From an optimization exercise on the open Yosys and OpenROAD flow, aimed at small area, a short achievable clock period and few clock cycles per item; shortcuts taken in it are not production practice.
No functional check of the RTL was part of any run shown here.

## flow/design.v (module list and top-level ports; edited modules follow where they fit)
// module sigmoid_unit: 594 lines
// module pfxn_row_h3_11_11: 51 lines
// module pfxn_row_h3_12_12: 53 lines
// module pfxn_row_h3_13_13: 57 lines
// module pfxn_row_h3_14_14: 61 lines
// module pfxn_row_h3_15_15: 63 lines
// module pfxn_row_bk_16_16: 69 lines
// module pfxn_row_bk_17_16: 73 lines
module sigmoid_unit (
    input  wire               clk,
    input  wire               rst,
    input  wire               in_valid,
    input  wire signed [15:0] net_in,
    output wire               out_valid,
    output wire signed [31:0] f_net,
    output wire signed [31:0] x,
    output wire signed [31:0] y,
    output wire signed [31:0] z
);
  // ...
==> flow/flow/run.sh <==
#!/bin/bash
set -euo pipefail
export BUFFER_PORTS_ARGS="-buffer_cell sky130_fd_sc_hd__buf_1"
bash standard.sh > standard.log 2>&1
==> flow/standard.sh <==
#!/bin/bash
# synth_recipe.tcl (not shown) runs the flow's synth.tcl, then flattens the netlist and writes it again
# the make line also repeats each setting of config.mk as NAME=value (left out here)
make -C /OpenROAD-flow-scripts/flow DESIGN_CONFIG=/design/flow/config.mk WORK_HOME=/design/flow/orfs CLKGATE_MAP_FILE= SYNTH_SCRIPT=/design/flow/synth_recipe.tcl "${@:-finish}"
==> flow/config.mk <==
export PLATFORM = sky130hd
export DESIGN_NAME = sigmoid_unit
export DESIGN_NICKNAME = sigmoid_unit
export VERILOG_FILES = /design/flow/design.v
export SDC_FILE = /design/flow/constraint.sdc
export NUM_CORES = 4
export LEC_CHECK = 0
export ABC_AREA = 1
export CAP_MARGIN = 20
export CORE_MARGIN = 2
export CORE_UTILIZATION = 40
export SLEW_MARGIN = 20
==> flow/constraint.sdc <==
create_clock -name core_clock -period 62.0 [get_ports {clk}]
set_input_delay 12.4000 -clock core_clock [delete_from_list [all_inputs] [get_ports {clk}]]
set_output_delay 12.4000 -clock core_clock [all_outputs]
set_load 0.01 [all_outputs]
==> notes.md, run 1 <==
flop2flop setup slack=~46 ns; Hold Fails Final Rpt=0; Post-synth EDFFs=0; routed wire length per instance=11.9 um; crit path DAT=16.71 ns; Worst path depth=89; Yosys cell types=53; first-pass GRT wire length=roughly 38 mm; DR WL met3=just under 600 um; clock sinks=slightly above 100; Inverters=206; Seq area share=~18%; hold path endpoint=v1; Hold Crit Start=v0; Largest register FFs=22; xor/xnor cell area share of the yosys netlist=between 7 and 8%; area of the multi-input gates=0.00766 mm2; worst r2r src=d1[1]; area leader, netlist=dfxtp_1; IO buf count=~100; total area of sequential cells=slightly above 0.002 mm2; top-count cell post-synth=nand2_1; class of the worst hold path=flip-flop to flip-flop; GP Congestion=about 0.86; core area=0.0271 mm2; status=finished clean; post-route cell area=around 0.012 mm2; global routing usage on met1=between 15 and 20%; worst stage delay on the critical path=roughly 0.69 ns; Worst-path clk slew=about 0.070 ns; FFs w/ async S/R, synth=0%; Post-Syn Instances=about 1400; GR Layer Usage met3=under 10%; met2 WL=roughly 11 mm; most used routing layer=met2; TritonCTS clock tree=done; fraction of area in multi-input gates=65.8%; most common cell after layout, fill and taps aside=nand2_1; hold buffers post-CTS=0
==> inputs of run 2 (changes only) <==
--- a/flow/design.v
+++ b/flow/design.v
@@ -11,88 +11,89 @@
 );
 reg [15:0] net_q;
 reg        v0;
 always @(posedge clk) begin
     net_q <= net_in;
     v0    <= in_valid & ~rst;
 end
 wire        s0 = net_q[15];
-wire [15:0] d0 = ~((net_q ^ {16{s0}}) + {15'd0, s0} + 16'd1000);
+wire [15:0] d0 = ((net_q ^ {16{s0}}) + {15'd0, s0} + 16'd1000);
 wire [10:0] tk9 = 11'd1953;
 wire [10:0] df9;
 wire        ge9;
-pfxn_row_h3_11_11 row9 (.t(tk9), .d(d0[10:0]), .hz(&d0[15:11]), .ge(ge9), .r(df9));
+pfx_row_h2_r11_11_11 row9 (.t(tk9), .d(d0[10:0]), .hz(~|d0[15:11]), .ge(ge9), .r(df9));
 wire [10:0] tr9 = df9;
 wire [11:0] tk8 = {tr9, 1'b0};
 wire [11:0] df8;
 wire        ge8;
-pfxn_row_h3_12_12 row8 (.t(tk8), .d(d0[11:0]), .hz(&d0[15:12]), .ge(ge8), .r(df8));
+pfx_row_h2_r12_12_12 row8 (.t(tk8), .d(d0[11:0]), .hz(~|d0[15:12]), .ge(ge8), .r(df8));
 wire [11:0] tr8 = df8;
 wire [12:0] tk7 = {tr8, 1'b0};
 wire [12:0] df7;
 wire        ge7;
-pfxn_row_h3_13_13 row7 (.t(tk7), .d(d0[12:0]), .hz(&d0[15:13]), .ge(ge7), .r(df7));
+pfx_row_h2_r13_13_13 row7 (.t(tk7), .d(d0[12:0]), .hz(~|d0[15:13]), .ge(ge7), .r(df7));
 wire [12:0] tr7 = df7;
 wire [13:0] tk6 = {tr7, 1'b0};
 wire [13:0] df6;
 wire        ge6;
-pfxn_row_h3_14_14 row6 (.t(tk6), .d(d0[13:0]), .hz(&d0[15:14]), .ge(ge6), .r(df6));
+pfx_row_h2_r14_14_14 row6 (.t(tk6), .d(d0[13:0]), .hz(~|d0[15:14]), .ge(ge6), .r(df6));
 wire [13:0] tr6 = df6;
 wire [14:0] tk5 = {tr6, 1'b1};
 wire [14:0] df5;
 wire        ge5;
-pfxn_row_h3_15_15 row5 (.t(tk5), .d(d0[14:0]), .hz(&d0[15:15]), .ge(ge5), .r(df5));
+pfx_row_h2_r15_15_15 row5 (.t(tk5), .d(d0[14:0]), .hz(~|d0[15:15]), .ge(ge5), .r(df5));
 wire [14:0] tr5 = df5;
+wire [15:0] tk4 = {tr5, 1'b1};
+wire [14:0] df4;
+wire        ge4;
+pfx_row_h2_r15_16_16 row4 (.t(tk4), .d(d0[15:0]), .hz(1'b1), .ge(ge4), .r(df4));
+wire [14:0] tr4 = df4;
 reg [15:0] d1;
 reg        s1;
 reg        v1;
 reg [14:0] t1;
 reg        q9_1;
 reg        q8_1;
 reg        q7_1;
 reg        q6_1;
 reg        q5_1;
+reg        q4_1;
 always @(posedge clk) begin
     d1 <= d0;
     s1 <= s0;
     v1 <= v0 & ~rst;
-    t1 <= tr5;
+    t1 <= tr4;
     q9_1 <= ge9;
     q8_1 <= ge8;
     q7_1 <= ge7;
     q6_1 <= ge6;
     q5_1 <= ge5;
+    q4_1 <= ge4;
 end
-wire [15:0] tk4 = {t1, 1'b1};
-wire [15:0] df4;
-wire        ge4;
-pfxn_row_bk_16_16 row4 (.t(tk4), .d(d1[15:0]), .hz(1'b1), .ge(ge4), .r(df4));
-wire [15:0] tr4 = df4;
-wire [16:0] tk3 = {tr4, 1'b1};
-wire [15:0] df3;
+wire [15:0] tk3 = {t1, 1'b1};
+wire [14:0] df3;
 wire        ge3;
-pfxn_row_bk_17_16 row3 (.t(tk3), .d(d1[15:0]), .hz(1'b1), .ge(ge3), .r(df3));
-wire [15:0] tr3 = df3;
-wire [16:0] tk2 = {tr3, 1'b1};
-wire [15:0] df2;
+pfx_row_h3_r15_16_16 row3 (.t(tk3), .d(d1[15:0]), .hz(1'b1), .ge(ge3), .r(df3));
+wire [14:0] tr3 = df3;
+wire [15:0] tk2 = {tr3, 1'b1};
+wire [14:0] df2;
 wire        ge2;
-pfxn_row_bk_17_16 row2 (.t(tk2), .d(d1[15:0]), .hz(1'b1), .ge(ge2), .r(df2));
-wire [15:0] tr2 = df2;
-wire [16:0] tk1 = {tr2, 1'b1};
+pfx_row_h3_r15_16_16 row2 (.t(tk2), .d(d1[15:0]), .hz(1'b1), .ge(ge2), .r(df2));
+wire [14:0] tr2 = df2;
+wire [15:0] tk1 = {tr2, 1'b1};
 wire [15:0] df1;
 wire        ge1;
-pfxn_row_bk_17_16 row1 (.t(tk1), .d(d1[15:0]), .hz(1'b1), .ge(ge1), .r(df1));
+pfx_row_h3_r16_16_16 row1 (.t(tk1), .d(d1[15:0]), .hz(1'b1), .ge(ge1), .r(df1));
 wire [15:0] tr1 = df1;
 wire [16:0] tk0 = {tr1, 1'b1};
 wire [15:0] df0;
 wire        ge0;
-pfxn_row_bk_17_16 row0 (.t(tk0), .d(d1[15:0]), .hz(1'b1), .ge(ge0), .r(df0));
-wire [15:0] Dv = ~d1;
-wire [8:0]  qh = {q9_1, q8_1, q7_1, q6_1, q5_1, ge4, ge3, ge2, ge1};
+pfx_row_h3_r16_17_16 row0 (.t(tk0), .d(d1[15:0]), .hz(1'b1), .ge(ge0), .r(df0));
+wire [8:0]  qh = {q9_1, q8_1, q7_1, q6_1, q5_1, q4_1, ge3, ge2, ge1};
 wire        q0 = ge0;
 wire [8:0] v;
 wire [9:0] v_p, v_g;
 assign v_g[0] = 1'b0; assign v_p[0] = 1'b0;
 assign v_p[1] = (~qh[0]) ^ (1'b0); assign v_g[1] = (~qh[0]) & (1'b0);
 assign v_p[2] = (~qh[1]) ^ (1'b0); assign v_g[2] = (~qh[1]) & (1'b0);
 assign v_p[3] = (~qh[2]) ^ (1'b1); assign v_g[3] = (~qh[2]) & (1'b1);
 assign v_p[4] = (~qh[3]) ^ (1'b0); assign v_g[4] = (~qh[3]) & (1'b0);
@@ -308,39 +309,39 @@
 assign qh1[4] = qh1_p[5] ^ qh1_g2_4;
 assign qh1[5] = qh1_p[6] ^ qh1_g2_5;
 assign qh1[6] = qh1_p[7] ^ qh1_g2_6;
 assign qh1[7] = qh1_p[8] ^ qh1_g2_7;
 assign qh1[8] = qh1_p[9] ^ qh1_g3_8;
 assign qh1[9] = qh1_p[10] ^ qh1_g3_9;
 wire [9:0]  yv  = s1 ? (q0 ? {nv[8:0], 1'b0} : {~v, 1'b1}) : {v, ~q0};
 wire [9:0]  zv  = s1 ? (q0 ? qh1 : {1'b0, qh}) : zp;
-wire        yneg0 = s1 & (Dv >= 16'd1002);
-wire        yneg1 = s1 & (Dv != 16'd1001);
-wire        yneg2 = s1 & ((|Dv[15:10]) | (Dv[9:0] >= 10'd1002));
-wire        yneg3 = s1 & (Dv[15:1] != 15'd500);
+wire        yneg0 = s1 & (d1 >= 16'd1002);
+wire        yneg1 = s1 & (d1 != 16'd1001);
+wire        yneg2 = s1 & ((|d1[15:10]) | (d1[9:0] >= 10'd1002));
+wire        yneg3 = s1 & (d1[15:1] != 15'd500);
 wire [15:0] nn;
 wire [16:0] nn_p, nn_g;
 assign nn_g[0] = 1'b0; assign nn_p[0] = 1'b0;
-assign nn_p[1] = (Dv[0] ^ s1) ^ (s1); assign nn_g[1] = (Dv[0] ^ s1) & (s1);
-assign nn_p[2] = (Dv[1] ^ s1) ^ (1'b0); assign nn_g[2] = (Dv[1] ^ s1) & (1'b0);
-assign nn_p[3] = (Dv[2] ^ s1) ^ (1'b0); assign nn_g[3] = (Dv[2] ^ s1) & (1'b0);
-assign nn_p[4] = (Dv[3] ^ s1) ^ (1'b1); assign nn_g[4] = (Dv[3] ^ s1) & (1'b1);
-assign nn_p[5] = (Dv[4] ^ s1) ^ (~s1); assign nn_g[5] = (Dv[4] ^ s1) & (~s1);
-assign nn_p[6] = (Dv[5] ^ s1) ^ (s1); assign nn_g[6] = (Dv[5] ^ s1) & (s1);
-assign nn_p[7] = (Dv[6] ^ s1) ^ (s1); assign nn_g[7] = (Dv[6] ^ s1) & (s1);
-assign nn_p[8] = (Dv[7] ^ s1) ^ (s1); assign nn_g[8] = (Dv[7] ^ s1) & (s1);
-assign nn_p[9] = (Dv[8] ^ s1) ^ (s1); assign nn_g[9] = (Dv[8] ^ s1) & (s1);
-assign nn_p[10] = (Dv[9] ^ s1) ^ (s1); assign nn_g[10] = (Dv[9] ^ s1) & (s1);
-assign nn_p[11] = (Dv[10] ^ s1) ^ (~s1); assign nn_g[11] = (Dv[10] ^ s1) & (~s1);
-assign nn_p[12] = (Dv[11] ^ s1) ^ (~s1); assign nn_g[12] = (Dv[11] ^ s1) & (~s1);
-assign nn_p[13] = (Dv[12] ^ s1) ^ (~s1); assign nn_g[13] = (Dv[12] ^ s1) & (~s1);
-assign nn_p[14] = (Dv[13] ^ s1) ^ (~s1); assign nn_g[14] = (Dv[13] ^ s1) & (~s1);
-assign nn_p[15] = (Dv[14] ^ s1) ^ (~s1); assign nn_g[15] = (Dv[14] ^ s1) & (~s1);
-assign nn_p[16] = (Dv[15] ^ s1) ^ (~s1); assign nn_g[16] = (Dv[15] ^ s1) & (~s1);
+assign nn_p[1] = (d1[0] ^ s1) ^ (s1); assign nn_g[1] = (d1[0] ^ s1) & (s1);
+assign nn_p[2] = (d1[1] ^ s1) ^ (1'b0); assign nn_g[2] = (d1[1] ^ s1) & (1'b0);
+assign nn_p[3] = (d1[2] ^ s1) ^ (1'b0); assign nn_g[3] = (d1[2] ^ s1) & (1'b0);
+assign nn_p[4] = (d1[3] ^ s1) ^ (1'b1); assign nn_g[4] = (d1[3] ^ s1) & (1'b1);
+assign nn_p[5] = (d1[4] ^ s1) ^ (~s1); assign nn_g[5] = (d1[4] ^ s1) & (~s1);
+assign nn_p[6] = (d1[5] ^ s1) ^ (s1); assign nn_g[6] = (d1[5] ^ s1) & (s1);
+assign nn_p[7] = (d1[6] ^ s1) ^ (s1); assign nn_g[7] = (d1[6] ^ s1) & (s1);
+assign nn_p[8] = (d1[7] ^ s1) ^ (s1); assign nn_g[8] = (d1[7] ^ s1) & (s1);
+assign nn_p[9] = (d1[8] ^ s1) ^ (s1); assign nn_g[9] = (d1[8] ^ s1) & (s1);
+assign nn_p[10] = (d1[9] ^ s1) ^ (s1); assign nn_g[10] = (d1[9] ^ s1) & (s1);
+assign nn_p[11] = (d1[10] ^ s1) ^ (~s1); assign nn_g[11] = (d1[10] ^ s1) & (~s1);
+assign nn_p[12] = (d1[11] ^ s1) ^ (~s1); assign nn_g[12] = (d1[11] ^ s1) & (~s1);
+assign nn_p[13] = (d1[12] ^ s1) ^ (~s1); assign nn_g[13] = (d1[12] ^ s1) & (~s1);
+assign nn_p[14] = (d1[13] ^ s1) ^ (~s1); assign nn_g[14] = (d1[13] ^ s1) & (~s1);
+assign nn_p[15] = (d1[14] ^ s1) ^ (~s1); assign nn_g[15] = (d1[14] ^ s1) & (~s1);
+assign nn_p[16] = (d1[15] ^ s1) ^ (~s1); assign nn_g[16] = (d1[15] ^ s1) & (~s1);
 wire nn_g0_1 = nn_g[1] | (nn_p[1] & nn_g[0]);
 wire nn_p0_1 = nn_p[1] & nn_p[0];
 wire nn_g1_2 = nn_g[2] | (nn_p[2] & nn_g0_1);
 wire nn_p1_2 = nn_p[2] & nn_p0_1;
 wire nn_g2_3 = nn_g[3] | (nn_p[3] & nn_g1_2);
 wire nn_p2_3 = nn_p[3] & nn_p1_2;
 wire nn_g3_4 = nn_g[4] | (nn_p[4] & nn_g2_3);
 wire nn_p3_4 = nn_p[4] & nn_p2_3;
@@ -571,146 +572,380 @@
 reg [2:0] xs;
 reg [3:0] ys;
 reg [21:0] xr;
 reg [9:0]  yr;
 reg [9:0]  zr;
 always @(posedge clk) begin
     vo <= v1 & ~rst;
     xs[0] <= s1;
-    xs[1] <= s1 & (Dv != 16'd1000);
+    xs[1] <= s1 & (d1 != 16'd1000);
     xs[2] <= nn[15];
     ys[0] <= yneg0;
     ys[1] <= yneg1;
     ys[2] <= yneg2;
     ys[3] <= yneg3;
     xr <= xx;
     yr <= yv;
     zr <= zv;
 end
 assign out_valid = vo;
 assign x     = {xs[0], xs[0], xs[0], xs[1], xs[1], xs[2], xs[2], xr, 3'b000};
 assign y     = {ys[0], ys[0], ys[0], ys[0], ys[0], ys[0], ys[1], ys[1], ys[1], ys[1], ys[1], ys[2], ys[2], ys[2], ys[2], ys[2], ys[2], ys[3], ys[3], ys[3], ys[3], ys[3], yr};
 assign z     = {21'd0, zr, yr[0]};
 assign f_net = {22'd0, zr};
 endmodule
-module pfxn_row_h3_11_11 (
+module pfx_row_h2_r11_11_11 (
     input  wire [10:0] t,
     input  wire [10:0] d,
     input  wire        hz,
     output wire        ge,
     output wire [10:0] r
 );
 wire [10:0] dd = d;
-wire [11:0] p = {t ^ dd, 1'b0};
-wire [11:0] g = {t & dd, 1'b1};    
+wire [10:0] p = ~(t ^ dd);    
+wire [10:0] g = ~t & dd;      
 wire g0_1 = g[1] | (p[1] & g[0]);
 wire p0_1 = p[1] & p[0];
-wire g0_4 = g[4] | (p[4] & g[3]);
-wire p0_4 = p[4] & p[3];
+wire g0_3 = g[3] | (p[3] & g[2]);
+wire p0_3 = p[3] & p[2];
+wire g0_5 = g[5] | (p[5] & g[4]);
+wire p0_5 = p[5] & p[4];
 wire g0_7 = g[7] | (p[7] & g[6]);
 wire p0_7 = p[7] & p[6];
-wire g0_10 = g[10] | (p[10] & g[9]);
-wire p0_10 = p[10] & p[9];
-wire g1_2 = g[2] | (p[2] & g0_1);
-wire p1_2 = p[2] & p0_1;
-wire g1_5 = g[5] | (p[5] & g0_4);
-wire p1_5 = p[5] & p0_4;
-wire g1_8 = g[8] | (p[8] & g0_7);
-wire p1_8 = p[8] & p0_7;
-wire g1_11 = g[11] | (p[11] & g0_10);
-wire p1_11 = p[11] & p0_10;
-wire g2_5 = g1_5 | (p1_5 & g1_2);
-wire p2_5 = p1_5 & p1_2;
-wire g2_11 = g1_11 | (p1_11 & g1_8);
-wire p2_11 = p1_11 & p1_8;
-wire g3_8 = g1_8 | (p1_8 & g2_5);
-wire p3_8 = p1_8 & p2_5;
-wire g3_11 = g2_11 | (p2_11 & g2_5);
-wire p3_11 = p2_11 & p2_5;
-wire g4_3 = g[3] | (p[3] & g1_2);
-wire p4_3 = p[3] & p1_2;
-wire g4_4 = g0_4 | (p0_4 & g1_2);
-wire p4_4 = p0_4 & p1_2;
+wire g0_9 = g[9] | (p[9] & g[8]);
+wire p0_9 = p[9] & p[8];
+wire g1_3 = g0_3 | (p0_3 & g0_1);
+wire p1_3 = p0_3 & p0_1;
+wire g1_7 = g0_7 | (p0_7 & g0_5);
+wire p1_7 = p0_7 & p0_5;
+wire g2_5 = g0_5 | (p0_5 & g1_3);
+wire p2_5 = p0_5 & p1_3;
+wire g2_7 = g1_7 | (p1_7 & g1_3);
+wire p2_7 = p1_7 & p1_3;
+wire g3_9 = g0_9 | (p0_9 & g2_7);
+wire p3_9 = p0_9 & p2_7;
+wire g4_2 = g[2] | (p[2] & g0_1);
+wire p4_2 = p[2] & p0_1;
+wire g4_4 = g[4] | (p[4] & g1_3);
+wire p4_4 = p[4] & p1_3;
 wire g4_6 = g[6] | (p[6] & g2_5);
 wire p4_6 = p[6] & p2_5;
-wire g4_7 = g0_7 | (p0_7 & g2_5);
-wire p4_7 = p0_7 & p2_5;
-wire g4_9 = g[9] | (p[9] & g3_8);
-wire p4_9 = p[9] & p3_8;
-wire g4_10 = g0_10 | (p0_10 & g3_8);
-wire p4_10 = p0_10 & p3_8;
-wire [10:0] ci = {g4_10, g4_9, g3_8, g4_7, g4_6, g2_5, g4_4, g4_3, g1_2, g0_1, g[0]};
-assign ge = hz & g3_11;
-wire [10:0] sm = p[11:1] ^ ci;
-assign r  = ge ? sm[10:0] : t[10:0];
+wire g4_8 = g[8] | (p[8] & g2_7);
+wire p4_8 = p[8] & p2_7;
+wire g4_10 = g[10] | (p[10] & g3_9);
+wire p4_10 = p[10] & p3_9;
+wire [10:0] bi = {g3_9, g4_8, g2_7, g4_6, g2_5, g4_4, g1_3, g4_2, g0_1, g[0], 1'b0};
+assign ge = hz & ~g4_10;
+wire [10:0] df = t ^ dd ^ bi;
+assign r  = ge ? df[10:0] : t[10:0];
 endmodule
-module pfxn_row_h3_12_12 (
+module pfx_row_h2_r12_12_12 (
     input  wire [11:0] t,
     input  wire [11:0] d,
     input  wire        hz,
     output wire        ge,
     output wire [11:0] r
 );
 wire [11:0] dd = d;
-wire [12:0] p = {t ^ dd, 1'b0};
-wire [12:0] g = {t & dd, 1'b1};    
+wire [11:0] p = ~(t ^ dd);    
+wire [11:0] g = ~t & dd;      
 wire g0_1 = g[1] | (p[1] & g[0]);
 wire p0_1 = p[1] & p[0];
-wire g0_4 = g[4] | (p[4] & g[3]);
-wire p0_4 = p[4] & p[3];
+wire g0_3 = g[3] | (p[3] & g[2]);
+wire p0_3 = p[3] & p[2];
+wire g0_5 = g[5] | (p[5] & g[4]);
+wire p0_5 = p[5] & p[4];
 wire g0_7 = g[7] | (p[7] & g[6]);
 wire p0_7 = p[7] & p[6];
-wire g0_10 = g[10] | (p[10] & g[9]);
-wire p0_10 = p[10] & p[9];
-wire g1_2 = g[2] | (p[2] & g0_1);
-wire p1_2 = p[2] & p0_1;
-wire g1_5 = g[5] | (p[5] & g0_4);
-wire p1_5 = p[5] & p0_4;
-wire g1_8 = g[8] | (p[8] & g0_7);
-wire p1_8 = p[8] & p0_7;
-wire g1_11 = g[11] | (p[11] & g0_10);
-wire p1_11 = p[11] & p0_10;
-wire g2_5 = g1_5 | (p1_5 & g1_2);
-wire p2_5 = p1_5 & p1_2;
-wire g2_11 = g1_11 | (p1_11 & g1_8);
-wire p2_11 = p1_11 & p1_8;
-wire g3_8 = g1_8 | (p1_8 & g2_5);
-wire p3_8 = p1_8 & p2_5;
-wire g3_11 = g2_11 | (p2_11 & g2_5);
-wire p3_11 = p2_11 & p2_5;
-wire g4_3 = g[3] | (p[3] & g1_2);
-wire p4_3 = p[3] & p1_2;
-wire g4_4 = g0_4 | (p0_4 & g1_2);
-wire p4_4 = p0_4 & p1_2;
+wire g0_9 = g[9] | (p[9] & g[8]);
+wire p0_9 = p[9] & p[8];
+wire g0_11 = g[11] | (p[11] & g[10]);
+wire p0_11 = p[11] & p[10];
+wire g1_3 = g0_3 | (p0_3 & g0_1);
+wire p1_3 = p0_3 & p0_1;
+wire g1_7 = g0_7 | (p0_7 & g0_5);
+wire p1_7 = p0_7 & p0_5;
+wire g1_11 = g0_11 | (p0_11 & g0_9);
+wire p1_11 = p0_11 & p0_9;
+wire g2_5 = g0_5 | (p0_5 & g1_3);
+wire p2_5 = p0_5 & p1_3;
+wire g2_7 = g1_7 | (p1_7 & g1_3);
+wire p2_7 = p1_7 & p1_3;
+wire g3_9 = g0_9 | (p0_9 & g2_7);
+wire p3_9 = p0_9 & p2_7;
+wire g3_11 = g1_11 | (p1_11 & g2_7);
+wire p3_11 = p1_11 & p2_7;
+wire g4_2 = g[2] | (p[2] & g0_1);
+wire p4_2 = p[2] & p0_1;
+wire g4_4 = g[4] | (p[4] & g1_3);
+wire p4_4 = p[4] & p1_3;
 wire g4_6 = g[6] | (p[6] & g2_5);
 wire p4_6 = p[6] & p2_5;
-wire g4_7 = g0_7 | (p0_7 & g2_5);
-wire p4_7 = p0_7 & p2_5;
-wire g4_9 = g[9] | (p[9] & g3_8);
-wire p4_9 = p[9] & p3_8;
-wire g4_10 = g0_10 | (p0_10 & g3_8);
-wire p4_10 = p0_10 & p3_8;
-wire g4_12 = g[12] | (p[12] & g3_11);
-wire p4_12 = p[12] & p3_11;
-wire [11:0] ci = {g3_11, g4_10, g4_9, g3_8, g4_7, g4_6, g2_5, g4_4, g4_3, g1_2, g0_1, g[0]};
-assign ge = hz & g4_12;
-wire [11:0] sm = p[12:1] ^ ci;
-assign r  = ge ? sm[11:0] : t[11:0];
+wire g4_8 = g[8] | (p[8] & g2_7);
+wire p4_8 = p[8] & p2_7;
+wire g4_10 = g[10] | (p[10] & g3_9);
+wire p4_10 = p[10] & p3_9;
+wire [11:0] bi = {g4_10, g3_9, g4_8, g2_7, g4_6, g2_5, g4_4, g1_3, g4_2, g0_1, g[0], 1'b0};
+assign ge = hz & ~g3_11;
+wire [11:0] df = t ^ dd ^ bi;
+assign r  = ge ? df[11:0] : t[11:0];
 endmodule
-module pfxn_row_h3_13_13 (
+module pfx_row_h2_r13_13_13 (
     input  wire [12:0] t,
     input  wire [12:0] d,
     input  wire        hz,
     output wire        ge,
     output wire [12:0] r
 );
 wire [12:0] dd = d;
-wire [13:0] p = {t ^ dd, 1'b0};
-wire [13:0] g = {t & dd, 1'b1};    
+wire [12:0] p = ~(t ^ dd);    
+wire [12:0] g = ~t & dd;      
+wire g0_1 = g[1] | (p[1] & g[0]);
+wire p0_1 = p[1] & p[0];
+wire g0_3 = g[3] | (p[3] & g[2]);
+wire p0_3 = p[3] & p[2];
+wire g0_5 = g[5] | (p[5] & g[4]);
+wire p0_5 = p[5] & p[4];
+wire g0_7 = g[7] | (p[7] & g[6]);
+wire p0_7 = p[7] & p[6];
+wire g0_9 = g[9] | (p[9] & g[8]);
+wire p0_9 = p[9] & p[8];
+wire g0_11 = g[11] | (p[11] & g[10]);
+wire p0_11 = p[11] & p[10];
+wire g1_3 = g0_3 | (p0_3 & g0_1);
+wire p1_3 = p0_3 & p0_1;
+wire g1_7 = g0_7 | (p0_7 & g0_5);
+wire p1_7 = p0_7 & p0_5;
+wire g1_11 = g0_11 | (p0_11 & g0_9);
+wire p1_11 = p0_11 & p0_9;
+wire g2_5 = g0_5 | (p0_5 & g1_3);
+wire p2_5 = p0_5 & p1_3;
+wire g2_7 = g1_7 | (p1_7 & g1_3);
+wire p2_7 = p1_7 & p1_3;
+wire g3_9 = g0_9 | (p0_9 & g2_7);
+wire p3_9 = p0_9 & p2_7;
+wire g3_11 = g1_11 | (p1_11 & g2_7);
+wire p3_11 = p1_11 & p2_7;
+wire g4_2 = g[2] | (p[2] & g0_1);
+wire p4_2 = p[2] & p0_1;
+wire g4_4 = g[4] | (p[4] & g1_3);
+wire p4_4 = p[4] & p1_3;
+wire g4_6 = g[6] | (p[6] & g2_5);
+wire p4_6 = p[6] & p2_5;
+wire g4_8 = g[8] | (p[8] & g2_7);
+wire p4_8 = p[8] & p2_7;
+wire g4_10 = g[10] | (p[10] & g3_9);
+wire p4_10 = p[10] & p3_9;
+wire g4_12 = g[12] | (p[12] & g3_11);
+wire p4_12 = p[12] & p3_11;
+wire [12:0] bi = {g3_11, g4_10, g3_9, g4_8, g2_7, g4_6, g2_5, g4_4, g1_3, g4_2, g0_1, g[0], 1'b0};
+assign ge = hz & ~g4_12;
+wire [12:0] df = t ^ dd ^ bi;
+assign r  = ge ? df[12:0] : t[12:0];
+endmodule
+module pfx_row_h2_r14_14_14 (
+    input  wire [13:0] t,
+    input  wire [13:0] d,
+    input  wire        hz,
+    output wire        ge,
+    output wire [13:0] r
+);
+wire [13:0] dd = d;
+wire [13:0] p = ~(t ^ dd);    
+wire [13:0] g = ~t & dd;      
+wire g0_1 = g[1] | (p[1] & g[0]);
+wire p0_1 = p[1] & p[0];
+wire g0_3 = g[3] | (p[3] & g[2]);
+wire p0_3 = p[3] & p[2];
+wire g0_5 = g[5] | (p[5] & g[4]);
+wire p0_5 = p[5] & p[4];
+wire g0_7 = g[7] | (p[7] & g[6]);
+wire p0_7 = p[7] & p[6];
+wire g0_9 = g[9] | (p[9] & g[8]);
+wire p0_9 = p[9] & p[8];
+wire g0_11 = g[11] | (p[11] & g[10]);
+wire p0_11 = p[11] & p[10];
+wire g0_13 = g[13] | (p[13] & g[12]);
+wire p0_13 = p[13] & p[12];
+wire g1_3 = g0_3 | (p0_3 & g0_1);
+wire p1_3 = p0_3 & p0_1;
+wire g1_7 = g0_7 | (p0_7 & g0_5);
+wire p1_7 = p0_7 & p0_5;
+wire g1_11 = g0_11 | (p0_11 & g0_9);
+wire p1_11 = p0_11 & p0_9;
+wire g2_5 = g0_5 | (p0_5 & g1_3);
+wire p2_5 = p0_5 & p1_3;
+wire g2_7 = g1_7 | (p1_7 & g1_3);
+wire p2_7 = p1_7 & p1_3;
+wire g2_13 = g0_13 | (p0_13 & g1_11);
+wire p2_13 = p0_13 & p1_11;
+wire g3_9 = g0_9 | (p0_9 & g2_7);
+wire p3_9 = p0_9 & p2_7;
+wire g3_11 = g1_11 | (p1_11 & g2_7);
+wire p3_11 = p1_11 & p2_7;
+wire g3_13 = g2_13 | (p2_13 & g2_7);
+wire p3_13 = p2_13 & p2_7;
+wire g4_2 = g[2] | (p[2] & g0_1);
+wire p4_2 = p[2] & p0_1;
+wire g4_4 = g[4] | (p[4] & g1_3);
+wire p4_4 = p[4] & p1_3;
+wire g4_6 = g[6] | (p[6] & g2_5);
+wire p4_6 = p[6] & p2_5;
+wire g4_8 = g[8] | (p[8] & g2_7);
+wire p4_8 = p[8] & p2_7;
+wire g4_10 = g[10] | (p[10] & g3_9);
+wire p4_10 = p[10] & p3_9;
+wire g4_12 = g[12] | (p[12] & g3_11);
+wire p4_12 = p[12] & p3_11;
+wire [13:0] bi = {g4_12, g3_11, g4_10, g3_9, g4_8, g2_7, g4_6, g2_5, g4_4, g1_3, g4_2, g0_1, g[0], 1'b0};
+assign ge = hz & ~g3_13;
+wire [13:0] df = t ^ dd ^ bi;
+assign r  = ge ? df[13:0] : t[13:0];
+endmodule
+module pfx_row_h2_r15_15_15 (
+    input  wire [14:0] t,
+    input  wire [14:0] d,
+    input  wire        hz,
+    output wire        ge,
+    output wire [14:0] r
+);
+wire [14:0] dd = d;
+wire [14:0] p = ~(t ^ dd);    
+wire [14:0] g = ~t & dd;      
+wire g0_1 = g[1] | (p[1] & g[0]);
+wire p0_1 = p[1] & p[0];
+wire g0_3 = g[3] | (p[3] & g[2]);
+wire p0_3 = p[3] & p[2];
+wire g0_5 = g[5] | (p[5] & g[4]);
+wire p0_5 = p[5] & p[4];
+wire g0_7 = g[7] | (p[7] & g[6]);
+wire p0_7 = p[7] & p[6];
+wire g0_9 = g[9] | (p[9] & g[8]);
+wire p0_9 = p[9] & p[8];
+wire g0_11 = g[11] | (p[11] & g[10]);
+wire p0_11 = p[11] & p[10];
+wire g0_13 = g[13] | (p[13] & g[12]);
+wire p0_13 = p[13] & p[12];
+wire g1_3 = g0_3 | (p0_3 & g0_1);
+wire p1_3 = p0_3 & p0_1;
+wire g1_7 = g0_7 | (p0_7 & g0_5);
+wire p1_7 = p0_7 & p0_5;
+wire g1_11 = g0_11 | (p0_11 & g0_9);
+wire p1_11 = p0_11 & p0_9;
+wire g2_5 = g0_5 | (p0_5 & g1_3);
+wire p2_5 = p0_5 & p1_3;
+wire g2_7 = g1_7 | (p1_7 & g1_3);
+wire p2_7 = p1_7 & p1_3;
+wire g2_13 = g0_13 | (p0_13 & g1_11);
+wire p2_13 = p0_13 & p1_11;
+wire g3_9 = g0_9 | (p0_9 & g2_7);
+wire p3_9 = p0_9 & p2_7;
+wire g3_11 = g1_11 | (p1_11 & g2_7);
+wire p3_11 = p1_11 & p2_7;
+wire g3_13 = g2_13 | (p2_13 & g2_7);
+wire p3_13 = p2_13 & p2_7;
+wire g4_2 = g[2] | (p[2] & g0_1);
+wire p4_2 = p[2] & p0_1;
+wire g4_4 = g[4] | (p[4] & g1_3);
+wire p4_4 = p[4] & p1_3;
+wire g4_6 = g[6] | (p[6] & g2_5);
+wire p4_6 = p[6] & p2_5;
+wire g4_8 = g[8] | (p[8] & g2_7);
+wire p4_8 = p[8] & p2_7;
+wire g4_10 = g[10] | (p[10] & g3_9);
+wire p4_10 = p[10] & p3_9;
+wire g4_12 = g[12] | (p[12] & g3_11);
+wire p4_12 = p[12] & p3_11;
+wire g4_14 = g[14] | (p[14] & g3_13);
+wire p4_14 = p[14] & p3_13;
+wire [14:0] bi = {g3_13, g4_12, g3_11, g4_10, g3_9, g4_8, g2_7, g4_6, g2_5, g4_4, g1_3, g4_2, g0_1, g[0], 1'b0};
+assign ge = hz & ~g4_14;
+wire [14:0] df = t ^ dd ^ bi;
+assign r  = ge ? df[14:0] : t[14:0];
+endmodule
+module pfx_row_h2_r15_16_16 (
+    input  wire [15:0] t,
+    input  wire [15:0] d,
+    input  wire        hz,
+    output wire        ge,
+    output wire [14:0] r
+);
+wire [15:0] dd = d;
+wire [15:0] p = ~(t ^ dd);    
+wire [15:0] g = ~t & dd;      
+wire g0_1 = g[1] | (p[1] & g[0]);
+wire p0_1 = p[1] & p[0];
+wire g0_3 = g[3] | (p[3] & g[2]);
+wire p0_3 = p[3] & p[2];
+wire g0_5 = g[5] | (p[5] & g[4]);
+wire p0_5 = p[5] & p[4];
+wire g0_7 = g[7] | (p[7] & g[6]);
+wire p0_7 = p[7] & p[6];
+wire g0_9 = g[9] | (p[9] & g[8]);
+wire p0_9 = p[9] & p[8];
+wire g0_11 = g[11] | (p[11] & g[10]);
+wire p0_11 = p[11] & p[10];
+wire g0_13 = g[13] | (p[13] & g[12]);
+wire p0_13 = p[13] & p[12];
+wire g0_15 = g[15] | (p[15] & g[14]);
+wire p0_15 = p[15] & p[14];
+wire g1_3 = g0_3 | (p0_3 & g0_1);
+wire p1_3 = p0_3 & p0_1;
+wire g1_7 = g0_7 | (p0_7 & g0_5);
+wire p1_7 = p0_7 & p0_5;
+wire g1_11 = g0_11 | (p0_11 & g0_9);
+wire p1_11 = p0_11 & p0_9;
+wire g1_15 = g0_15 | (p0_15 & g0_13);
+wire p1_15 = p0_15 & p0_13;
+wire g2_5 = g0_5 | (p0_5 & g1_3);
+wire p2_5 = p0_5 & p1_3;
+wire g2_7 = g1_7 | (p1_7 & g1_3);
+wire p2_7 = p1_7 & p1_3;
+wire g2_13 = g0_13 | (p0_13 & g1_11);
+wire p2_13 = p0_13 & p1_11;
+wire g2_15 = g1_15 | (p1_15 & g1_11);
+wire p2_15 = p1_15 & p1_11;
+wire g3_9 = g0_9 | (p0_9 & g2_7);
+wire p3_9 = p0_9 & p2_7;
+wire g3_11 = g1_11 | (p1_11 & g2_7);
+wire p3_11 = p1_11 & p2_7;
+wire g3_13 = g2_13 | (p2_13 & g2_7);
+wire p3_13 = p2_13 & p2_7;
+wire g3_15 = g2_15 | (p2_15 & g2_7);
+wire p3_15 = p2_15 & p2_7;
+wire g4_2 = g[2] | (p[2] & g0_1);
+wire p4_2 = p[2] & p0_1;
+wire g4_4 = g[4] | (p[4] & g1_3);
+wire p4_4 = p[4] & p1_3;
+wire g4_6 = g[6] | (p[6] & g2_5);
+wire p4_6 = p[6] & p2_5;
+wire g4_8 = g[8] | (p[8] & g2_7);
+wire p4_8 = p[8] & p2_7;
+wire g4_10 = g[10] | (p[10] & g3_9);
+wire p4_10 = p[10] & p3_9;
+wire g4_12 = g[12] | (p[12] & g3_11);
+wire p4_12 = p[12] & p3_11;
+wire g4_14 = g[14] | (p[14] & g3_13);
+wire p4_14 = p[14] & p3_13;
+wire [15:0] bi = {g4_14, g3_13, g4_12, g3_11, g4_10, g3_9, g4_8, g2_7, g4_6, g2_5, g4_4, g1_3, g4_2, g0_1, g[0], 1'b0};
+assign ge = hz & ~g3_15;
+wire [15:0] df = t ^ dd ^ bi;
+assign r  = ge ? df[14:0] : t[14:0];
+endmodule
+module pfx_row_h3_r15_16_16 (
+    input  wire [15:0] t,
+    input  wire [15:0] d,
+    input  wire        hz,
+    output wire        ge,
+    output wire [14:0] r
+);
+wire [15:0] dd = d;
+wire [15:0] p = ~(t ^ dd);    
+wire [15:0] g = ~t & dd;      
 wire g0_1 = g[1] | (p[1] & g[0]);
 wire p0_1 = p[1] & p[0];
 wire g0_4 = g[4] | (p[4] & g[3]);
 wire p0_4 = p[4] & p[3];
 wire g0_7 = g[7] | (p[7] & g[6]);
 wire p0_7 = p[7] & p[6];
 wire g0_10 = g[10] | (p[10] & g[9]);
 wire p0_10 = p[10] & p[9];
@@ -719,55 +954,61 @@
 wire g1_2 = g[2] | (p[2] & g0_1);
 wire p1_2 = p[2] & p0_1;
 wire g1_5 = g[5] | (p[5] & g0_4);
 wire p1_5 = p[5] & p0_4;
 wire g1_8 = g[8] | (p[8] & g0_7);
 wire p1_8 = p[8] & p0_7;
 wire g1_11 = g[11] | (p[11] & g0_10);
 wire p1_11 = p[11] & p0_10;
+wire g1_14 = g[14] | (p[14] & g0_13);
+wire p1_14 = p[14] & p0_13;
 wire g2_5 = g1_5 | (p1_5 & g1_2);
 wire p2_5 = p1_5 & p1_2;
 wire g2_11 = g1_11 | (p1_11 & g1_8);
 wire p2_11 = p1_11 & p1_8;
 wire g3_8 = g1_8 | (p1_8 & g2_5);
 wire p3_8 = p1_8 & p2_5;
 wire g3_11 = g2_11 | (p2_11 & g2_5);
 wire p3_11 = p2_11 & p2_5;
-wire g4_3 = g[3] | (p[3] & g1_2);
-wire p4_3 = p[3] & p1_2;
-wire g4_4 = g0_4 | (p0_4 & g1_2);
-wire p4_4 = p0_4 & p1_2;
-wire g4_6 = g[6] | (p[6] & g2_5);
-wire p4_6 = p[6] & p2_5;
-wire g4_7 = g0_7 | (p0_7 & g2_5);
-wire p4_7 = p0_7 & p2_5;
-wire g4_9 = g[9] | (p[9] & g3_8);
-wire p4_9 = p[9] & p3_8;
-wire g4_10 = g0_10 | (p0_10 & g3_8);
-wire p4_10 = p0_10 & p3_8;
-wire g4_12 = g[12] | (p[12] & g3_11);
-wire p4_12 = p[12] & p3_11;
-wire g4_13 = g0_13 | (p0_13 & g3_11);
-wire p4_13 = p0_13 & p3_11;
-wire [12:0] ci = {g4_12, g3_11, g4_10, g4_9, g3_8, g4_7, g4_6, g2_5, g4_4, g4_3, g1_2, g0_1, g[0]};
-assign ge = hz & g4_13;
-wire [12:0] sm = p[13:1] ^ ci;
-assign r  = ge ? sm[12:0] : t[12:0];
+wire g4_14 = g1_14 | (p1_14 & g3_11);
+wire p4_14 = p1_14 & p3_11;
+wire g5_3 = g[3] | (p[3] & g1_2);
+wire p5_3 = p[3] & p1_2;
+wire g5_4 = g0_4 | (p0_4 & g1_2);
+wire p5_4 = p0_4 & p1_2;
+wire g5_6 = g[6] | (p[6] & g2_5);
+wire p5_6 = p[6] & p2_5;
+wire g5_7 = g0_7 | (p0_7 & g2_5);
+wire p5_7 = p0_7 & p2_5;
+wire g5_9 = g[9] | (p[9] & g3_8);
+wire p5_9 = p[9] & p3_8;
+wire g5_10 = g0_10 | (p0_10 & g3_8);
+wire p5_10 = p0_10 & p3_8;
+wire g5_12 = g[12] | (p[12] & g3_11);
+wire p5_12 = p[12] & p3_11;
+wire g5_13 = g0_13 | (p0_13 & g3_11);
+wire p5_13 = p0_13 & p3_11;
+wire g5_15 = g[15] | (p[15] & g4_14);
+wire p5_15 = p[15] & p4_14;
+wire [15:0] bi = {g4_14, g5_13, g5_12, g3_11, g5_10, g5_9, g3_8, g5_7, g5_6, g2_5, g5_4, g5_3, g1_2, g0_1, g[0], 1'b0};
+assign ge = hz & ~g5_15;
+wire [15:0] df = t ^ dd ^ bi;
+assign r  = ge ? df[14:0] : t[14:0];
 endmodule
-module pfxn_row_h3_14_14 (
-    input  wire [13:0] t,
-    input  wire [13:0] d,
+module pfx_row_h3_r16_16_16 (
+    input  wire [15:0] t,
+    input  wire [15:0] d,
     input  wire        hz,
     output wire        ge,
-    output wire [13:0] r
+    output wire [15:0] r
 );
-wire [13:0] dd = d;
-wire [14:0] p = {t ^ dd, 1'b0};
-wire [14:0] g = {t & dd, 1'b1};    
+wire [15:0] dd = d;
+wire [15:0] p = ~(t ^ dd);    
+wire [15:0] g = ~t & dd;      
 wire g0_1 = g[1] | (p[1] & g[0]);
 wire p0_1 = p[1] & p[0];
 wire g0_4 = g[4] | (p[4] & g[3]);
 wire p0_4 = p[4] & p[3];
 wire g0_7 = g[7] | (p[7] & g[6]);
 wire p0_7 = p[7] & p[6];
 wire g0_10 = g[10] | (p[10] & g[9]);
 wire p0_10 = p[10] & p[9];
@@ -804,41 +1045,45 @@
 wire g5_9 = g[9] | (p[9] & g3_8);
 wire p5_9 = p[9] & p3_8;
 wire g5_10 = g0_10 | (p0_10 & g3_8);
 wire p5_10 = p0_10 & p3_8;
 wire g5_12 = g[12] | (p[12] & g3_11);
 wire p5_12 = p[12] & p3_11;
 wire g5_13 = g0_13 | (p0_13 & g3_11);
 wire p5_13 = p0_13 & p3_11;
-wire [13:0] ci = {g5_13, g5_12, g3_11, g5_10, g5_9, g3_8, g5_7, g5_6, g2_5, g5_4, g5_3, g1_2, g0_1, g[0]};
-assign ge = hz & g4_14;
-wire [13:0] sm = p[14:1] ^ ci;
-assign r  = ge ? sm[13:0] : t[13:0];
+wire g5_15 = g[15] | (p[15] & g4_14);
+wire p5_15 = p[15] & p4_14;
+wire [15:0] bi = {g4_14, g5_13, g5_12, g3_11, g5_10, g5_9, g3_8, g5_7, g5_6, g2_5, g5_4, g5_3, g1_2, g0_1, g[0], 1'b0};
+assign ge = hz & ~g5_15;
+wire [15:0] df = t ^ dd ^ bi;
+assign r  = ge ? df[15:0] : t[15:0];
 endmodule
-module pfxn_row_h3_15_15 (
-    input  wire [14:0] t,
-    input  wire [14:0] d,
+module pfx_row_h3_r16_17_16 (
+    input  wire [16:0] t,
+    input  wire [15:0] d,
     input  wire        hz,
     output wire        ge,
-    output wire [14:0] r
+    output wire [15:0] r
 );
-wire [14:0] dd = d;
-wire [15:0] p = {t ^ dd, 1'b0};
-wire [15:0] g = {t & dd, 1'b1};    
+wire [16:0] dd = {1'd0, d};
+wire [16:0] p = ~(t ^ dd);    
+wire [16:0] g = ~t & dd;      
 wire g0_1 = g[1] | (p[1] & g[0]);
 wire p0_1 = p[1] & p[0];
 wire g0_4 = g[4] | (p[4] & g[3]);
 wire p0_4 = p[4] & p[3];
 wire g0_7 = g[7] | (p[7] & g[6]);
 wire p0_7 = p[7] & p[6];
 wire g0_10 = g[10] | (p[10] & g[9]);
 wire p0_10 = p[10] & p[9];
 wire g0_13 = g[13] | (p[13] & g[12]);
 wire p0_13 = p[13] & p[12];
+wire g0_16 = g[16] | (p[16] & g[15]);
+wire p0_16 = p[16] & p[15];
 wire g1_2 = g[2] | (p[2] & g0_1);
 wire p1_2 = p[2] & p0_1;
 wire g1_5 = g[5] | (p[5] & g0_4);
 wire p1_5 = p[5] & p0_4;
 wire g1_8 = g[8] | (p[8] & g0_7);
 wire p1_8 = p[8] & p0_7;
 wire g1_11 = g[11] | (p[11] & g0_10);
 wire p1_11 = p[11] & p0_10;
@@ -867,155 +1112,15 @@
 wire g5_10 = g0_10 | (p0_10 & g3_8);
 wire p5_10 = p0_10 & p3_8;
 wire g5_12 = g[12] | (p[12] & g3_11);
 wire p5_12 = p[12] & p3_11;
 wire g5_13 = g0_13 | (p0_13 & g3_11);
 wire p5_13 = p0_13 & p3_11;
 wire g5_15 = g[15] | (p[15] & g4_14);
 wire p5_15 = p[15] & p4_14;
-wire [14:0] ci = {g4_14, g5_13, g5_12, g3_11, g5_10, g5_9, g3_8, g5_7, g5_6, g2_5, g5_4, g5_3, g1_2, g0_1, g[0]};
-assign ge = hz & g5_15;
-wire [14:0] sm = p[15:1] ^ ci;
-assign r  = ge ? sm[14:0] : t[14:0];
-endmodule
-module pfxn_row_bk_16_16 (
-    input  wire [15:0] t,
-    input  wire [15:0] d,
-    input  wire        hz,
-    output wire        ge,
-    output wire [15:0] r
-);
-wire [15:0] dd = d;
-wire [16:0] p = {t ^ dd, 1'b0};
-wire [16:0] g = {t & dd, 1'b1};    
-wire g0_1 = g[1] | (p[1] & g[0]);
-wire p0_1 = p[1] & p[0];
-wire g0_3 = g[3] | (p[3] & g[2]);
-wire p0_3 = p[3] & p[2];
-wire g0_5 = g[5] | (p[5] & g[4]);
-wire p0_5 = p[5] & p[4];
-wire g0_7 = g[7] | (p[7] & g[6]);
-wire p0_7 = p[7] & p[6];
-wire g0_9 = g[9] | (p[9] & g[8]);
-wire p0_9 = p[9] & p[8];
-wire g0_11 = g[11] | (p[11] & g[10]);
-wire p0_11 = p[11] & p[10];
-wire g0_13 = g[13] | (p[13] & g[12]);
-wire p0_13 = p[13] & p[12];
-wire g0_15 = g[15] | (p[15] & g[14]);
-wire p0_15 = p[15] & p[14];
-wire g1_3 = g0_3 | (p0_3 & g0_1);
-wire p1_3 = p0_3 & p0_1;
-wire g1_7 = g0_7 | (p0_7 & g0_5);
-wire p1_7 = p0_7 & p0_5;
-wire g1_11 = g0_11 | (p0_11 & g0_9);
-wire p1_11 = p0_11 & p0_9;
-wire g1_15 = g0_15 | (p0_15 & g0_13);
-wire p1_15 = p0_15 & p0_13;
-wire g2_7 = g1_7 | (p1_7 & g1_3);
-wire p2_7 = p1_7 & p1_3;
-wire g2_15 = g1_15 | (p1_15 & g1_11);
-wire p2_15 = p1_15 & p1_11;
-wire g3_15 = g2_15 | (p2_15 & g2_7);
-wire p3_15 = p2_15 & p2_7;
-wire g4_11 = g1_11 | (p1_11 & g2_7);
-wire p4_11 = p1_11 & p2_7;
-wire g5_5 = g0_5 | (p0_5 & g1_3);
-wire p5_5 = p0_5 & p1_3;
-wire g5_9 = g0_9 | (p0_9 & g2_7);
-wire p5_9 = p0_9 & p2_7;
-wire g5_13 = g0_13 | (p0_13 & g4_11);
-wire p5_13 = p0_13 & p4_11;
-wire g6_2 = g[2] | (p[2] & g0_1);
-wire p6_2 = p[2] & p0_1;
-wire g6_4 = g[4] | (p[4] & g1_3);
-wire p6_4 = p[4] & p1_3;
-wire g6_6 = g[6] | (p[6] & g5_5);
-wire p6_6 = p[6] & p5_5;
-wire g6_8 = g[8] | (p[8] & g2_7);
-wire p6_8 = p[8] & p2_7;
-wire g6_10 = g[10] | (p[10] & g5_9);
-wire p6_10 = p[10] & p5_9;
-wire g6_12 = g[12] | (p[12] & g4_11);
-wire p6_12 = p[12] & p4_11;
-wire g6_14 = g[14] | (p[14] & g5_13);
-wire p6_14 = p[14] & p5_13;
-wire g6_16 = g[16] | (p[16] & g3_15);
-wire p6_16 = p[16] & p3_15;
-wire [15:0] ci = {g3_15, g6_14, g5_13, g6_12, g4_11, g6_10, g5_9, g6_8, g2_7, g6_6, g5_5, g6_4, g1_3, g6_2, g0_1, g[0]};
-assign ge = hz & g6_16;
-wire [15:0] sm = p[16:1] ^ ci;
-assign r  = ge ? sm[15:0] : t[15:0];
-endmodule
-module pfxn_row_bk_17_16 (
-    input  wire [16:0] t,
-    input  wire [15:0] d,
-    input  wire        hz,
-    output wire        ge,
-    output wire [15:0] r
-);
-wire [16:0] dd = {{1{1'b1}}, d};
-wire [17:0] p = {t ^ dd, 1'b0};
-wire [17:0] g = {t & dd, 1'b1};    
-wire g0_1 = g[1] | (p[1] & g[0]);
-wire p0_1 = p[1] & p[0];
-wire g0_3 = g[3] | (p[3] & g[2]);
-wire p0_3 = p[3] & p[2];
-wire g0_5 = g[5] | (p[5] & g[4]);
-wire p0_5 = p[5] & p[4];
-wire g0_7 = g[7] | (p[7] & g[6]);
-wire p0_7 = p[7] & p[6];
-wire g0_9 = g[9] | (p[9] & g[8]);
-wire p0_9 = p[9] & p[8];
-wire g0_11 = g[11] | (p[11] & g[10]);
-wire p0_11 = p[11] & p[10];
-wire g0_13 = g[13] | (p[13] & g[12]);
-wire p0_13 = p[13] & p[12];
-wire g0_15 = g[15] | (p[15] & g[14]);
-wire p0_15 = p[15] & p[14];
-wire g0_17 = g[17] | (p[17] & g[16]);
-wire p0_17 = p[17] & p[16];
-wire g1_3 = g0_3 | (p0_3 & g0_1);
-wire p1_3 = p0_3 & p0_1;
-wire g1_7 = g0_7 | (p0_7 & g0_5);
-wire p1_7 = p0_7 & p0_5;
-wire g1_11 = g0_11 | (p0_11 & g0_9);
-wire p1_11 = p0_11 & p0_9;
-wire g1_15 = g0_15 | (p0_15 & g0_13);
-wire p1_15 = p0_15 & p0_13;
-wire g2_7 = g1_7 | (p1_7 & g1_3);
-wire p2_7 = p1_7 & p1_3;
-wire g2_15 = g1_15 | (p1_15 & g1_11);
-wire p2_15 = p1_15 & p1_11;
-wire g3_15 = g2_15 | (p2_15 & g2_7);
-wire p3_15 = p2_15 & p2_7;
-wire g4_11 = g1_11 | (p1_11 & g2_7);
-wire p4_11 = p1_11 & p2_7;
-wire g5_5 = g0_5 | (p0_5 & g1_3);
-wire p5_5 = p0_5 & p1_3;
-wire g5_9 = g0_9 | (p0_9 & g2_7);
-wire p5_9 = p0_9 & p2_7;
-wire g5_13 = g0_13 | (p0_13 & g4_11);
-wire p5_13 = p0_13 & p4_11;
-wire g5_17 = g0_17 | (p0_17 & g3_15);
-wire p5_17 = p0_17 & p3_15;
-wire g6_2 = g[2] | (p[2] & g0_1);
-wire p6_2 = p[2] & p0_1;
-wire g6_4 = g[4] | (p[4] & g1_3);
-wire p6_4 = p[4] & p1_3;
-wire g6_6 = g[6] | (p[6] & g5_5);
-wire p6_6 = p[6] & p5_5;
-wire g6_8 = g[8] | (p[8] & g2_7);
-wire p6_8 = p[8] & p2_7;
-wire g6_10 = g[10] | (p[10] & g5_9);
-wire p6_10 = p[10] & p5_9;
-wire g6_12 = g[12] | (p[12] & g4_11);
-wire p6_12 = p[12] & p4_11;
-wire g6_14 = g[14] | (p[14] & g5_13);
-wire p6_14 = p[14] & p5_13;
-wire g6_16 = g[16] | (p[16] & g3_15);
-wire p6_16 = p[16] & p3_15;
-wire [16:0] ci = {g6_16, g3_15, g6_14, g5_13, g6_12, g4_11, g6_10, g5_9, g6_8, g2_7, g6_6, g5_5, g6_4, g1_3, g6_2, g0_1, g[0]};
-assign ge = hz & g5_17;
-wire [16:0] sm = p[17:1] ^ ci;
-assign r  = ge ? sm[15:0] : t[15:0];
+wire g5_16 = g0_16 | (p0_16 & g4_14);
+wire p5_16 = p0_16 & p4_14;
+wire [16:0] bi = {g5_15, g4_14, g5_13, g5_12, g3_11, g5_10, g5_9, g3_8, g5_7, g5_6, g2_5, g5_4, g5_3, g1_2, g0_1, g[0], 1'b0};
+assign ge = hz & ~g5_16;
+wire [16:0] df = t ^ dd ^ bi;
+assign r  = ge ? df[15:0] : t[15:0];
 endmodule
==> flow/flow/run.sh (replaced) <==
#!/bin/bash
set -euo pipefail
export BUFFER_PORTS_ARGS="-buffer_cell sky130_fd_sc_hd__buf_1"
# one tie cell drives all constant outputs
export SKIP_REPAIR_TIE_FANOUT=1
# stronger flip-flops where one drives several output buffers
export POST_GLOBAL_PLACE_TCL=$PWD/flow/upsize_out_ff.tcl UPSIZE_FF4_MIN=4 UPSIZE_FF2_MIN=2
bash standard.sh > standard.log 2>&1
==> flow/flow/upsize_out_ff.tcl (new file) <==
# Give the flip-flops that drive several output-port buffers (the copies of
# the sign bits, and the z bits that also drive f_net) a stronger drive.
set block [ord::get_db_block]
set n_up 0
foreach inst [$block getInsts] {
  if {[[$inst getMaster] getName] ne "sky130_fd_sc_hd__dfxtp_1"} { continue }
  set q [$inst findITerm Q]
  set net [$q getNet]
  if {$net eq "NULL"} { continue }
  set nout 0
  foreach it [$net getITerms] {
    if {[string match "output*" [[$it getInst] getName]]} { incr nout }
  }
  if {$nout >= $::env(UPSIZE_FF4_MIN)} {
    replace_cell [$inst getName] sky130_fd_sc_hd__dfxtp_4
    incr n_up
  } elseif {$nout >= $::env(UPSIZE_FF2_MIN)} {
    replace_cell [$inst getName] sky130_fd_sc_hd__dfxtp_2
    incr n_up
  }
}
puts "upsize_out_ff: resized $n_up flip-flops"
--- a/flow/config.mk
+++ b/flow/config.mk
@@ -4,9 +4,10 @@
 export VERILOG_FILES = /design/flow/design.v
 export SDC_FILE = /design/flow/constraint.sdc
 export NUM_CORES = 4
 export LEC_CHECK = 0
 export ABC_AREA = 1
 export CAP_MARGIN = 20
 export CORE_MARGIN = 2
 export CORE_UTILIZATION = 40
+export CTS_BUF_LIST = sky130_fd_sc_hd__clkbuf_4 sky130_fd_sc_hd__clkbuf_8
 export SLEW_MARGIN = 20
==> run 2 against run 1 <==
Effect of this change:
- largest cell class unchanged
- core utilization decreased by 0.73 points
- register-to-register slack improved by 0.51 ns
- synthesized cell count increased by 4.3%
- setup slack improved by 0.51 ns
- still clean on timing, DRC and antenna
- count of clock-buffer cells in the layout increased by 1
==> notes.md, run 2 <==
status=finished clean; Detail Placement HPWL=~20 mm; post-synth top area share=between 10% and 20%; RSZ-0062 raised after global routing=no; grt ovf=0; Required @ worst endpoint=62.30 ns; postcts setup bufs=0; post-route cell area=0.0118 mm2 (+1.3%); slowest stage cell, crit path=dfxtp_1; Layout Skew=0.0145 ns; top cells by area, synth=dfxtp_1 18%, ha_1 15%, fa_1 14%; Final setup viols=0; synth-to-layout area growth=3.15%; Hold WS=between 0.4 and 0.5 ns; number of fill cells in the layout=2885; DRT iter0 DRCs=approximately 370; Initial Util=about two fifths; FFs w/ async S/R, synth=0% (unchanged); area leader, netlist=dfxtp_1; Max-slew headroom=about a third; top-count cell post-synth=nand2_1; most common cell after layout, fill and taps aside=nand2_1; Worst path most repeated cell=nand2_1; worst r2r src=net_q[15]; aggregate global-route resource usage=between 10% and 20%; Post-synth EDFFs=0 (unchanged); Max Slew Vio Count=0; total area of sequential cells=0.00211 mm2 (+2.5%); Max clock buf depth=2; Post-DP Area=0.0116 mm2; most frequent cells in the layout=377 x nand2_1, 201 x inv_1, 139 x ha_1; Synth Cell Area=about 0.011 mm2; root buffer cell=clkbuf_8; Final Net Count=~1700; Die Span Y=roughly 170 um; first-pass GRT wire length=41.8 mm (+9.0%); class of the worst hold path=flip-flop to flip-flop; total CTS buffers=9; hold buffers post-CTS=0 (unchanged); area of the multi-input gates=0.00778 mm2 (+1.6%); Hold Fails Final Rpt=0 (unchanged); Yosys reg bits=about 100; clock latency on the worst-skew pair=~0.4 ns; die width=approximately 170 um; startpoint type of the worst setup path=flip-flop; post-cts resize count=0; # IOs=approximately 150; pre-CTS setup slack=about 46 ns; worst stage delay on the critical path=0.97 ns (+0.28 ns); core area=0.0279 mm2 (+3.1%); layout cells sized above 1=8.24%; Synth top cells by count=377 x nand2_1, 201 x inv_1, 139 x ha_1; TritonCTS clock tree=done; Crit Path Class=flip-flop to flip-flop; worst setup slack after layout=46.04 ns; Synth warnings=1; Largest register FFs=22 (unchanged); highest clock rate=between 60 and 70 MHz; crit path DAT=16.26 ns (-0.45 ns); worst-margin pin slew=0.974 ns; Post-Syn Instances=1507 (+4.3%); crit path launch=net_q[15]; syn avg cell area=7.58 um2; WL final=about 24 mm; Site Rows=61; vias per cell=4.74; Hold Crit Start=v0; Remaining DRCs=0; MaxCap Viol Count=0; largest net degree at the start of global routing=47; vias in the first global route=between 8000 and 9000; Biggest register=xr; Routed Antenna Nets=0; share of synthesized area occupied by flip-flops and latches=between 10% and 20%; die area=between 0.02 and 0.03 mm2; Worst-path clk slew=0.10 ns (+0.03 ns); period utilization=around a quarter; Worst Setup End Kind=flip-flop; Setup TNS=0 ns; routed wire length per instance=12.9 um (+8.8%); Largest regs=xr: 22 flops, d1: 16 flops, net_q: 16 flops; Tmin final=between 15 and 20 ns; IO buf count=101 (unchanged); top_reg_cell synth=dfxtp_1; Yosys cell types=52 (-1.9%); final antenna diode count=0; initial antenna violation count=0; Pre-antenna DRT Iters=5; clock sinks=104 (+0.97%); CP Max Fanout=25; H-tree Lvls=3; via count=8978
run 2: cell count changes after synthesis, moves of 7 or more:
cell,previous run,this run
ha_1,146,139
o21ai_2,0,12
o21ai_0,104,65
o21ai_1,1,23
nand2_1,320,377
or2_2,1,11
run 2: path summary, 6_finish.rpt:
kind | cells after the start | endpoint | slack [ns]
worst max-delay path | 83 | t1[13] | 46.04
worst min-delay path | 2 | v1 | 0.41
worst max register to register | 83 | t1[13] | 46.04
worst min register to register | 2 | v1 | 0.41
run 2: layer usage:
metal / GRT usage (%) / vias to the layer above / wire (um)
li1: - / 4694 / -
met1: 21.2 / 4115 / 11300
met2: 30.8 / 153 / 12100
met3: 2.09 / 16 / 716
met4: 4.41 / 0 / 380
met5: 0 / - / 0
run 2: critical path, delay by kind of cell, from the launching register on:
family                     cells  cell delay (ns)
AOI/OAI and AO/OA             20             4.84
buffers and inverters         10             1.74
DFF                            1             0.97
xor gates and xnor gates       2             0.65
and+or+nand+nor               41             5.01
adders and majority gates     10             2.60
run 2: layout make-up:
class,count,share of cell area [%]
Tap cell,378,4.01
Clock inverter,4,0.435
Sequential cell,104,17.9
Multi-Input combinational cell,1081,66.0
Timing Repair Buffer,106,3.53
Inverter,210,6.73
Clock buffer,12,1.35
run 2: cell families (layout without fill, tap and decap cells):
| group | after synthesis | in the layout | synth area share (%) |
|---|---|---|---|
| buf+inv | 322 | 332 | 13.7 |
| other cells | 1 | 1 | 0.0328 |
| xor+xnor | 87 | 87 | 6.73 |
| mux | 2 | 2 | 0.175 |
| fa+ha+maj | 217 | 217 | 28.9 |
| simple gates | 592 | 592 | 23.2 |
| flops | 104 | 104 | 18.2 |
| compound gates | 182 | 182 | 9.11 |
run 2: through the flow:
stage	util, %	std cells
floorplan	-	1507
global placement	41.3	1879
detailed placement	41.4	1879
CTS	42.2	1895
global route	42.2	1895
finish	42.2	1895

[port drivers added, routing unchanged]
The flow's constraints put no driver on any port. The routed layouts listed below were extracted and timed again, unchanged, in two steps.
Step 1: set_driving_cell puts a clkbuf_16 on clk and a buf_2 on each other input, an assumption about the parent block.
Step 2 adds t to the input delays and takes it off the output delays; t is the mean of the earliest and latest rising clock arrival at the registers after step 1. Input paths then give back, and output paths get back, about the clock's delay inside the block.
a / b / c = ideal ports / drivers / drivers and shift; a / b = the first two.
run	t (ns)	setup slack, ns	worst hold slack (ns)
run 1	0.396	45.531 / 45.531 / 45.531	0.406 / 0.406 / 0.406
run 2	0.434	46.043 / 46.043 / 46.043	0.407 / 0.407 / 0.407
After both steps setup and hold are still met in every run listed.
